Background: an optimization exercise with open tools, aiming at small area, a short achievable clock period and few clock cycles per item. Do not read the settings as production practice.
RTL that was checked went through simulation tests only; none was proved equivalent to the original.

## run C
==> module integer_sqrt, before the edit <==
module integer_sqrt #(parameter K = 1, parameter S = 1) (clk, start, odd, frac, root, done);
    input clk;
    input start;
    input odd;
    input [51:0] frac;
    output [27:0] root;
    output done;
    localparam C  = (28 - S) / K;    
    localparam CW = (C < 16) ? 4 : 5;
    reg [28:0] q;                    
    reg rdy;                         
    reg [29:0] rem;                  
    reg [CW-1:0] cnt;                
    reg [2*K-1:0] p;                 
    assign root = q[27:0];
    assign done = rdy;
    function [2*K-1:0] fetch;
        input [CW-1:0] c;
        input e0;
        reg [K-1:0] ev;              
        reg [K:0]   od;              
        integer n, k, i;
        begin
            ev = 0;
            od = 0;
            for (n = 0; n < C; n = n + 1)
                if (c == n)
                    for (k = 0; k <= K; k = k + 1) begin
                        i = 25 - S - K*n - k;
                        if (k < K && i >= 0) ev[K-1-k] = frac[2*i];
                        if (i >= 0) od[K-k] = frac[2*i+1];
                    end
            for (k = 0; k < K; k = k + 1)
                fetch[2*K-1-2*k -: 2] = e0 ? {od[K-k], ev[K-1-k]} : {ev[K-1-k], od[K-1-k]};
        end
    endfunction
    localparam TW = 2*S + 2;
    function [2*S+2:0] topsqrt;      
        input [TW-1:0] mt;
        reg [S:0] r;
        reg [S+1:0] m;
        reg [S+3:0] t;
        integer u;
        begin
            r = 1;
            m = mt[TW-1:TW-2] - 1'b1;
            for (u = 0; u < S; u = u + 1) begin
                t = {m, mt[2*S-1-2*u -: 2]} - {r, 2'b01};
                if (!t[S+3]) begin
                    m = t;
                    r = {r, 1'b1};
                end else begin
                    m = {m, mt[2*S-1-2*u -: 2]};
                    r = {r, 1'b0};
                end
            end
            topsqrt = {r, m};
        end
    endfunction
    wire [2*S+2:0] tab_odd  [0:(1 << 2*S) - 1];
    wire [2*S+2:0] tab_even [0:(1 << 2*S+1) - 1];
    genvar v;
    generate
        for (v = 0; v < (1 << 2*S); v = v + 1) begin : todd
            assign tab_odd[v] = topsqrt({2'b01, v[2*S-1:0]});
        end
        for (v = 0; v < (1 << 2*S+1); v = v + 1) begin : teven
            assign tab_even[v] = topsqrt({1'b1, v[2*S:0]});
        end
    endgenerate
    wire [2*S+2:0] top_odd  = tab_odd[frac[51 -: 2*S]];
    wire [2*S+2:0] top_even = tab_even[frac[51 -: 2*S+1]];
    wire [S:0] r0 = odd ? top_odd[2*S+2 -: S+1] : top_even[2*S+2 -: S+1];
    wire [S+1:0] m0 = odd ? top_odd[S+1:0] : top_even[S+1:0];
    wire [29:0] rs [0:K/2];
    wire [28:0] qs [0:K/2];
    assign rs[0] = rem;
    assign qs[0] = q;
    genvar g;
    generate
        for (g = 0; g < K/2; g = g + 1) begin : stage
            wire [1:0] p1 = p[2*K-1-4*g -: 2];
            wire [1:0] p2 = p[2*K-3-4*g -: 2];
            wire sg = rs[g][29];
            wire [28:0] qn = qs[g] ^ {29{~sg}};
            wire [30:0] t1, t2s, t2b;
            assign t1 = {rs[g][28:0], p1} + {qn, 2'b11};
            wire [30:0] x = {rs[g][26:0], p1, p2};
            pfadd #(31) a2(.a(x), .b({qn[27:0], 3'b111}), .s(t2s));
            wire [30:0] ca = {qn[26:0], 4'b1111};
            wire [30:0] cb = {qn[27:0], 3'b000};
            wire [30:0] cs = x ^ ca ^ cb;
            wire [30:0] cc = (x & ca) | (x & cb) | (ca & cb);
            pfadd #(31) a3(.a(cs), .b({cc[29:0], 1'b0}), .s(t2b));
            wire s1 = t1[30];
            wire [30:0] t2 = (s1 == sg) ? t2b : t2s;
            assign rs[g+1] = {t2[30], t2[28:0]};
            assign qs[g+1] = {qs[g][26:0], ~s1, ~t2[30]};
        end
    endgenerate
    always @(posedge clk) begin
        if (start) begin
            q   <= r0;
            rdy <= 1'b0;
            rem <= m0;
            cnt <= 1;
            p   <= fetch(0, odd);
        end else begin
            if (!q[28]) q <= qs[K/2];
            rdy <= rdy | q[28-K];
            rem <= rs[K/2];
            cnt <= cnt + 1'b1;
            p   <= fetch(cnt, odd);
        end
    end
endmodule
==> module pfadd, before the edit <==
module pfadd #(parameter N = 31) (a, b, s);
    input [N-1:0] a;
    input [N-1:0] b;
    output [N-1:0] s;
    wire [N-1:0] p0 = a ^ b;
    reg [N-1:0] g, p;
    integer i, d;
    always @(*) begin
        g = a & b;
        p = p0;
        for (d = 1; d < N; d = d * 2)
            for (i = 2*d - 1; i < N; i = i + 2*d) begin
                g[i] = g[i] | (p[i] & g[i-d]);
                p[i] = p[i] & p[i-d];
            end
        for (d = 16; d >= 1; d = d / 2)
            for (i = 3*d - 1; i < N; i = i + 2*d) begin
                g[i] = g[i] | (p[i] & g[i-d]);
                p[i] = p[i] & p[i-d];
            end
    end
    assign s = p0 ^ {g[N-2:0], 1'b0};
endmodule
clock: 11.0 ns
lec_check: 0
abc_area: 1
abc_clock_period_in_ps: 2500
cap_margin: 20
core_margin: 2
core_utilization: 40
setup_slack_margin: 5
slew_margin: 20
tns_end_percent: 30
standard.sh (not shown) runs the stock make flow with config.mk's settings and CLKGATE_MAP_FILE= SYNTH_SCRIPT=/design/flow/synth_recipe.tcl, a recipe that flattens the netlist after the stock synthesis.
==> flow/flow/run.sh <==
#!/bin/bash
# The standard layout (the standard.sh, standard synthesis unchanged) with
# two changes to how the layout is made: the port buffers use the smallest
# buffer cell, and timing repair aims for 7.75 ns of setup slack.
set -o pipefail
bash standard.sh "BUFFER_PORTS_ARGS=-buffer_cell sky130_fd_sc_hd__buf_1" SETUP_SLACK_MARGIN=7.75  finish > flow_make.log 2>&1
Modified inputs, run A compared to run C
--- a/flow/design.v
+++ b/flow/design.v
@@ -82,17 +82,12 @@
             wire [1:0] p1 = p[2*K-1-4*g -: 2];
             wire [1:0] p2 = p[2*K-3-4*g -: 2];
             wire sg = rs[g][29];
             wire [28:0] qn = qs[g] ^ {29{~sg}};
-            wire [30:0] t1, t2s, t2b;
-            assign t1 = {rs[g][28:0], p1} + {qn, 2'b11};
+            wire [30:0] t1 = {rs[g][28:0], p1} + {qn, 2'b11};
             wire [30:0] x = {rs[g][26:0], p1, p2};
-            pfadd #(31) a2(.a(x), .b({qn[27:0], 3'b111}), .s(t2s));
-            wire [30:0] ca = {qn[26:0], 4'b1111};
-            wire [30:0] cb = {qn[27:0], 3'b000};
-            wire [30:0] cs = x ^ ca ^ cb;
-            wire [30:0] cc = (x & ca) | (x & cb) | (ca & cb);
-            pfadd #(31) a3(.a(cs), .b({cc[29:0], 1'b0}), .s(t2b));
+            wire [30:0] t2s = x + {qn, 3'b111};
+            wire [30:0] t2b = x + {qn, 4'b1111} + {qn, 3'b000};
             wire s1 = t1[30];
             wire [30:0] t2 = (s1 == sg) ? t2b : t2s;
             assign rs[g+1] = {t2[30], t2[28:0]};
             assign qs[g+1] = {qs[g][26:0], ~s1, ~t2[30]};
@@ -113,31 +108,8 @@
             p   <= fetch(cnt, odd);
         end
     end
 endmodule
-module pfadd #(parameter N = 31) (a, b, s);
-    input [N-1:0] a;
-    input [N-1:0] b;
-    output [N-1:0] s;
-    wire [N-1:0] p0 = a ^ b;
-    reg [N-1:0] g, p;
-    integer i, d;
-    always @(*) begin
-        g = a & b;
-        p = p0;
-        for (d = 1; d < N; d = d * 2)
-            for (i = 2*d - 1; i < N; i = i + 2*d) begin
-                g[i] = g[i] | (p[i] & g[i-d]);
-                p[i] = p[i] & p[i-d];
-            end
-        for (d = 16; d >= 1; d = d / 2)
-            for (i = 3*d - 1; i < N; i = i + 2*d) begin
-                g[i] = g[i] | (p[i] & g[i-d]);
-                p[i] = p[i] & p[i-d];
-            end
-    end
-    assign s = p0 ^ {g[N-2:0], 1'b0};
-endmodule
 module fp_sqrt(reset, clk, i_sign, i_exp, i_frac, ready, o_sign, o_exp, o_frac);
     input reset;
     input clk;
     input i_sign;
[summary]
- Relative to run C, fraction of the mapped netlist area in simple logic gates has gone up in run A.
- Highest-delay cell along the critical path: dfxtp_4 -> run C, edfxtp_1 -> run A
- Run A against run C: final cell count went up; time the final worst path needs with I/O delays and setup went down; critical path depth went down.
- Sort run C and run A by wire length of the first global-routing pass desc -> top: run A
- Cmp run A vs run C: length of routed met3 wiring higher in run A
- Compared with run C, run A shows hold slack higher by 0.0054 ns.
- Global-route met2 utilization, run C and run A: lower on run C
- Of run A and run C, it is run A that has the lower synthesis-to-layout area growth.
- Cell area | run A above run C
- Compare run C and run A | overall routing resource usage lower: run C
Testbench counts of run A, summed over its fixed seeds: cycles 26,880, items 1,920.
For run C, only the layout was checked, not whether the RTL still works.

-- re-timing with driven ports --
The results above use ideal ports. As a check the final layouts listed here were re-extracted and re-timed, cells and wires unchanged. Step 1: set_driving_cell puts a clkbuf_16 on clk and a buf_2 on each other input, an assumption about the parent block. Step 2, shift: input delay + t, output delay - t, t = (earliest + latest rising clock arrival at the registers) / 2. This alone moves slack from input paths to output paths. Three values: ideal ports, drivers, drivers and shift; two values: the first two.
| run | t, ns | setup slack, ns | worst setup path after step 2 | latest minus earliest clock arrival (ns) | worst slew at a driven data input, ns |
|---|---|---|---|---|---|
| run C | 0.387 | 7.648 / 7.648 / 7.356 | input to register | 0.013 / 0.013 | 0.04 |
| run A | 0.404 | 7.729 / 7.680 / 7.355 | input to register | 0.015 / 0.015 | 0.07 |
After both steps setup and hold are still met in every run listed. For run A, which loses most, drivers alone change the setup slack by -0.049 ns; drivers and shift together by -0.374 ns.
